Background: an optimization exercise with open tools, aiming at small area, a short achievable clock period and few clock cycles. Do not read the settings as production practice.
Power is estimated from default activity; no workload was simulated.

==> flow/design.v <==
`default_nettype	none
module	div(i_clk, i_rst, i_wr, i_signed, i_numerator, i_denominator,
		o_busy, o_valid, o_err, o_quotient, o_flags);
	parameter		BW=32, LGBW = 5;
	input	wire		i_clk, i_rst;
	input	wire		i_wr, i_signed;
	input	wire [(BW-1):0]	i_numerator, i_denominator;
	output	wire		o_busy;
	output	reg		o_valid, o_err;
	output	wire [(BW-1):0]	o_quotient;
	output	wire	[3:0]	o_flags;
	reg			r_norm, r_iter, r_sign, r_nneg, r_dneg, r_c, r_zero;
	reg	[(BW-1):0]	r_dividend, r_divisor, r_quotient;
	reg	[(LGBW-1):0]	r_cnt, r_nlz;
	function [LGBW-1:0] clz;
		input	[BW-1:0]	v;
		integer			i;
		begin
			clz = BW-1;
			for(i=1; i<BW; i=i+1)
				if (v[i])
					clz = BW-1-i;
		end
	endfunction
	wire			n_neg, d_neg;
	wire	[(BW-1):0]	n_ones, d_ones;
	assign	n_neg = (i_signed)&&(i_numerator[BW-1]);
	assign	d_neg = (i_signed)&&(i_denominator[BW-1]);
	assign	n_ones = i_numerator ^ {(BW){n_neg}};
	assign	d_ones = i_denominator ^ {(BW){d_neg}};
	wire	[LGBW:0]	shift;
	wire			n_small;
	assign	shift = { 1'b0, r_cnt } - { 1'b0, r_nlz }
				+ { {(LGBW){1'b0}}, r_nneg };
	assign	n_small = shift[LGBW];
	wire	[(BW+1):0]	sum;
	wire	[(BW-1):0]	diff;
	wire			ge;
	assign	sum = { 1'b0, r_dividend, 1'b1 } + { 1'b0, ~r_divisor, !r_dneg };
	assign	diff = sum[BW:1];
	assign	ge = sum[BW+1];
	wire	zero_divisor, quick, early, last;
	assign	zero_divisor = (r_divisor == 0)&&(!r_dneg);
	assign	quick = (n_small)||(zero_divisor);
	assign	early = (quick)||(!ge);
	assign	last  = (r_cnt == 0);
	assign	o_busy = ((r_norm)&&(!quick))||((r_iter)&&(!last));
	wire	[(2*BW-1):0]	shifted;
	assign	shifted = { r_divisor, {(BW){r_dneg}} } << shift[(LGBW-1):0];
	always @(posedge i_clk)
	if (i_rst)
	begin
		r_norm  <= 1'b0;
		r_iter  <= 1'b0;
		o_valid <= 1'b0;
	end else begin
		r_norm  <= i_wr;
		r_iter  <= ((r_norm)&&(!early))||((r_iter)&&(!last));
		o_valid <= ((r_norm)&&(early))||((r_iter)&&(last));
	end
	always @(posedge i_clk)
		o_err <= (r_norm)&&(zero_divisor);
	always @(posedge i_clk)
	if (i_wr)
	begin
		r_sign <= (n_neg)^(d_neg);
		r_nneg <= n_neg;
		r_dneg <= d_neg;
		r_nlz  <= clz(n_ones);
	end
	always @(posedge i_clk)
	if (i_wr)
		r_dividend <= n_ones + { {(BW-1){1'b0}}, n_neg };
	else if ((ge)&&((r_iter)||((r_norm)&&(r_sign))))
		r_dividend <= diff;
	always @(posedge i_clk)
	if (i_wr)
		r_divisor <= d_ones;
	else if (r_norm)
		r_divisor <= shifted[(2*BW-1):BW];
	else
		r_divisor <= r_divisor >> 1;
	always @(posedge i_clk)
	if (i_wr)
		r_cnt <= clz(d_ones);
	else if (r_norm)
		r_cnt <= shift[(LGBW-1):0];
	else
		r_cnt <= r_cnt - 1'b1;
	always @(posedge i_clk)
	if (r_norm)
		r_zero <= early;
	always @(posedge i_clk)
	if (r_norm)
		r_quotient <= {(BW){r_sign}};
	else
		r_quotient <= { r_quotient[(BW-2):0], (ge ^ r_sign) };
	assign	o_quotient = r_quotient & {(BW){!r_zero}};
	always @(posedge i_clk)
		r_c <= (!r_sign)&&((r_dividend == 0)||(diff == 0));
	assign o_flags = { 1'b0, o_quotient[BW-1], r_c, (o_quotient == 0) };
endmodule
clock: 5.0 ns
lec_check: 0
cap_margin: 20
core_margin: 2
core_utilization: 40
setup_slack_margin: 1.0
slew_margin: 20
run.sh (not shown) runs the stock make flow with config.mk's settings and CLKGATE_MAP_FILE= SYNTH_SCRIPT=/design/flow/synth_recipe.tcl, a recipe that flattens the netlist after the stock synthesis.
The first run completed with no timing, DRC or antenna violations.
Rerun with:
--- a/flow/design.v
+++ b/flow/design.v
@@ -45,8 +45,12 @@
 	assign	early = (quick)||(!ge);
 	assign	last  = (r_cnt == 0);
 	assign	o_busy = ((r_norm)&&(!quick))||((r_iter)&&(!last));
-	wire	[(2*BW-1):0]	shifted;
-	assign	shifted = { r_divisor, {(BW){r_dneg}} } << shift[(LGBW-1):0];
+	wire	[(BW-1):0]	sh0, sh1, sh2, sh3, shifted;
+	assign	sh0 = (shift[0]) ? { r_divisor[(BW-2):0], r_dneg } : r_divisor;
+	assign	sh1 = (shift[1]) ? { sh0[(BW-3):0], {( 2){r_dneg}} } : sh0;
+	assign	sh2 = (shift[2]) ? { sh1[(BW-5):0], {( 4){r_dneg}} } : sh1;
+	assign	sh3 = (shift[3]) ? { sh2[(BW-9):0], {( 8){r_dneg}} } : sh2;
+	assign	shifted = (shift[4]) ? { sh3[(BW-17):0], {(16){r_dneg}} } : sh3;
 	always @(posedge i_clk)
 	if (i_rst)
 	begin
@@ -68,16 +72,24 @@
 		r_dneg <= d_neg;
 		r_nlz  <= clz(n_ones);
 	end
+	reg	[(BW-1):0]	n_below;
+	integer		k;
+	always @(*)
+	begin
+		n_below[0] = 1'b0;
+		for(k=1; k<BW; k=k+1)
+			n_below[k] = n_below[k-1] | i_numerator[k-1];
+	end
 	always @(posedge i_clk)
 	if (i_wr)
-		r_dividend <= n_ones + { {(BW-1){1'b0}}, n_neg };
+		r_dividend <= i_numerator ^ ({(BW){n_neg}} & n_below);
 	else if ((ge)&&((r_iter)||((r_norm)&&(r_sign))))
 		r_dividend <= diff;
 	always @(posedge i_clk)
 	if (i_wr)
 		r_divisor <= d_ones;
 	else if (r_norm)
-		r_divisor <= shifted[(2*BW-1):BW];
+		r_divisor <= shifted;
 	else
 		r_divisor <= r_divisor >> 1;
 	always @(posedge i_clk)
@@ -98,5 +110,5 @@
 	assign	o_quotient = r_quotient & {(BW){!r_zero}};
 	always @(posedge i_clk)
 		r_c <= (!r_sign)&&((r_dividend == 0)||(diff == 0));
-	assign o_flags = { 1'b0, o_quotient[BW-1], r_c, (o_quotient == 0) };
+	assign o_flags = { 1'b0, o_quotient[BW-1], r_c, r_zero };
 endmodule
After rerunning: Global-route usage goes down by 1.0 points; worst setup slack stays flat; wire length drops by a few percent; die area decreases by a few percent; total power went down by a few percent.
Function was not checked in any run of this note: the RTL went through the layout flow alone.

[port drivers added, routing unchanged]
The flow's constraints put no driver on any port. The routed layouts listed below were extracted and timed again, unchanged, in two steps.
Step 1 assumes that a clkbuf_16 drives the clock port and a buf_2 every other input.
Step 2 adds t to the input delays and takes it off the output delays; t is the mean of the earliest and latest rising clock arrival at the registers after step 1. Input paths then give back, and output paths get back, about the clock's delay inside the block.
a / b / c = ideal ports / drivers / drivers and shift; a / b = the first two.
run	t, ns	setup slack, ns	worst setup path after step 2
the first run	0.483	1.150 / 1.100 / 0.830	input to register
the second run	0.475	1.148 / 1.099 / 0.726	input to register
After both steps setup and hold are still met in every run listed. The setup slack of the second run, which loses most, moves by -0.049 ns with the drivers and by -0.422 ns with both steps.
